This is an optimization exercise on Yosys and OpenROAD, whose aim is small area, not a production implementation.
At most, simulation tests tie the RTL to the original design; equivalence was not proved.
The flow treats the clock pin as an ideal source, which a real chip does not have.
Power is estimated from default activity; no workload was simulated.

Design pmod_step_interface, start of the top module:
module pmod_step_interface(
    input clk,
    input rst,
    input [3:0] rf_input,
    input [1:0] limit_switches,
    output [3:0] signal_out,
    output [3:0] second_signal,
    output [5:0] LED
    );
For scale: about 130 cells after synthesis, roughly 22 I/O pins, ~1900 um2 of cells after synthesis.
==> flow/config.mk <==
export PLATFORM = sky130hd
export DESIGN_NAME = pmod_step_interface
export DESIGN_NICKNAME = pmod_step_interface
export VERILOG_FILES = /design/flow/design.v
export SDC_FILE = /design/flow/constraint.sdc
export NUM_CORES = 4
export LEC_CHECK = 0
export CAP_MARGIN = 20
export CORE_MARGIN = 2
export CORE_UTILIZATION = 40
export SLEW_MARGIN = 20
==> flow/constraint.sdc <==
create_clock -name core_clock -period 10.0 [get_ports {clk}]
set_input_delay 2.0000 -clock core_clock [delete_from_list [all_inputs] [get_ports {clk}]]
set_output_delay 2.0000 -clock core_clock [all_outputs]
set_load 0.01 [all_outputs]
standard.sh (not shown) runs the stock make flow with config.mk's settings and CLKGATE_MAP_FILE= SYNTH_SCRIPT=/design/flow/synth_recipe.tcl, a recipe that flattens the netlist after the stock synthesis.
==> flow/flow/run.sh <==
#!/bin/bash
# Own layout flow: the standard synthesis, then the combinational logic between
# the standard synthesis's registers is re-mapped by ABC for area (registers,
# their names and cell types are kept as they are), then the standard ORFS
# layout with small port buffers and a small clock tree.
set -euo pipefail
W=$(pwd)
R=$W/orfs/results/$FLOW_PLATFORM/pmod_step_interface/base
LOGS=$W/orfs/logs/$FLOW_PLATFORM/pmod_step_interface/base
LIB=$FLOW_HOME/platforms/$FLOW_PLATFORM/lib/sky130_fd_sc_hd__tt_025C_1v80.lib

# 1. standard synthesis (netlist only)
bash standard.sh "$R/1_2_yosys.v" > $W/log_1_synth.txt 2>&1
cp "$R/1_2_yosys.v" $W/synth_standard.v

# 2. area re-mapping of the combinational logic
DU=$(grep -o -- "-dont_use [^ ]*" $LOGS/1_2_yosys.log | sort -u | tr '\n' ' ')
sed -e "s#@LIB@#$LIB#g" -e "s#@DU@#$DU#g" -e "s#@IN@#$W/synth_standard.v#g" \
    -e "s#@OUT@#$R/1_2_yosys.v#g" -e "s#@TOP@#$FLOW_TOP#g" flow/reabc.ys > $W/reabc.ys
yosys -s $W/reabc.ys > $W/log_2_reabc.txt 2>&1

# 3. the rest of the standard layout
source flow/knobs.sh
bash standard.sh "${KNOBS[@]}" finish > $W/log_3_layout.txt 2>&1
==> flow/flow/knobs.sh <==
KNOBS=(
  "BUFFER_PORTS_ARGS=-buffer_cell sky130_fd_sc_hd__buf_1"
)
==> flow/flow/reabc.ys <==
read_liberty -ignore_miss_func @LIB@
read_verilog -defer @IN@
hierarchy -top @TOP@
setattr -mod -set keep_hierarchy 1 sky130_fd_sc_hd__df* sky130_fd_sc_hd__edf* sky130_fd_sc_hd__sdf* sky130_fd_sc_hd__conb_1
flatten
opt_clean
abc -liberty @LIB@ @DU@ -script "+strash;&get -n;&st;&deepsyn -T 20;&dch;&nf -a;&put"
opt_clean -purge
rename -enumerate
tee -o reabc_stat.txt stat -liberty @LIB@
select @TOP@
write_verilog -noattr -nohex -nodec -selected @OUT@
The baseline completed with no timing, DRC or antenna violations.
Rerun with:
==> flow/run.sh (new file) <==
#!/bin/bash
# synth_recipe.tcl (not shown) runs the flow's synth.tcl, then flattens the netlist and writes it again
# the make line also repeats each setting of config.mk as NAME=value (left out here)
make -C /OpenROAD-flow-scripts/flow DESIGN_CONFIG=/design/flow/config.mk WORK_HOME=/design/flow/orfs CLKGATE_MAP_FILE= SYNTH_SCRIPT=/design/flow/synth_recipe.tcl finish
removed: flow/flow/run.sh
removed: flow/flow/knobs.sh
removed: flow/flow/reabc.ys
removed: flow/standard.sh
Effect:
- final cell count came out higher by 13%
- setup slack is worse by 0.37 ns
- total power grows by 7.2%
- maximum frequency decreases by 10%
Function was not checked in any run of this note: the RTL went through the layout flow alone.

pmod_step_interface, a different RTL version from the one above (not shown whole).
Size: roughly 22 I/O pins, roughly 0.0019 mm² of cells after synthesis.
Settings: LEC_CHECK=0, CAP_MARGIN=20, CORE_MARGIN=2, CORE_UTILIZATION=40, SLEW_MARGIN=20; clock period 10.0 ns.
==> flow/flow/run.sh <==
#!/bin/bash
# Own layout flow: the standard synthesis, then the combinational logic between
# the standard synthesis's registers is re-mapped by ABC for area (registers,
# their names and cell types are kept as they are), then the standard ORFS
# layout with small port buffers and a small clock tree.
set -euo pipefail
W=$(pwd)
R=$W/orfs/results/$FLOW_PLATFORM/pmod_step_interface/base
LOGS=$W/orfs/logs/$FLOW_PLATFORM/pmod_step_interface/base
LIB=$FLOW_HOME/platforms/$FLOW_PLATFORM/lib/sky130_fd_sc_hd__tt_025C_1v80.lib

# 1. standard synthesis (netlist only)
bash standard.sh "$R/1_2_yosys.v" > $W/log_1_synth.txt 2>&1
cp "$R/1_2_yosys.v" $W/synth_standard.v

# 2. area re-mapping of the combinational logic
DU=$(grep -o -- "-dont_use [^ ]*" $LOGS/1_2_yosys.log | sort -u | tr '\n' ' ')
sed -e "s#@LIB@#$LIB#g" -e "s#@DU@#$DU#g" -e "s#@IN@#$W/synth_standard.v#g" \
    -e "s#@OUT@#$R/1_2_yosys.v#g" -e "s#@TOP@#$FLOW_TOP#g" flow/reabc.ys > $W/reabc.ys
yosys -s $W/reabc.ys > $W/log_2_reabc.txt 2>&1

# 3. the rest of the standard layout
source flow/knobs.sh
bash standard.sh "${KNOBS[@]}" finish > $W/log_3_layout.txt 2>&1
==> flow/flow/knobs.sh <==
export ONE_CLKBUF_CELL=sky130_fd_sc_hd__clkbuf_16
KNOBS=(
  "BUFFER_PORTS_ARGS=-buffer_cell sky130_fd_sc_hd__buf_1"
  "PRE_CTS_TCL=$W/flow/cts_pre.tcl"
)
Other scripts of this flow, unchanged in this note and not shown: flow/flow/cts_pre.tcl, flow/flow/reabc.ys
The first run stopped in clock tree synthesis.
==> next run, changes <==
==> flow/flow/knobs.sh (replaced) <==
export ONE_CLKBUF_CELL=sky130_fd_sc_hd__clkbuf_8
KNOBS=(
  "BUFFER_PORTS_ARGS=-buffer_cell sky130_fd_sc_hd__buf_1"
  "PRE_CTS_TCL=$W/flow/cts_pre.tcl"
)
After rerunning: The new run failed in clock tree synthesis. Synthesized cell count is unchanged. Synthesized area is unchanged.

-- static timing again, ports no longer ideal --
In the flow no input, the clock included, has a driving cell. The finished layouts below were timed again as built, in two steps.
Step 1 (the two cells are an assumption about what drives the block):
set clk [get_ports {clk}]
set_driving_cell -lib_cell sky130_fd_sc_hd__clkbuf_16 $clk
set_driving_cell -lib_cell sky130_fd_sc_hd__buf_2 [delete_from_list [all_inputs] $clk]
Step 2 also shifts input and output timing later by t, the mid clock arrival at the registers, as if the neighbouring blocks saw the same clock.
Slacks: ideal ports / drivers / drivers and shift; pairs: ideal ports / drivers.
run | shift t [ns] | setup slack, ns | worst setup path at the end | clock arrival spread, ns | pins driven straight from the clock port
the first run of note 1 | 0.320 | 6.728 / 6.704 / 7.023 | register to output | 0.009 / 0.009 | 1
the second run of note 1 | 0.322 | 6.355 / 6.328 / 6.650 | register to output | 0.007 / 0.008 | 1
After both steps every run listed still meets setup and hold.
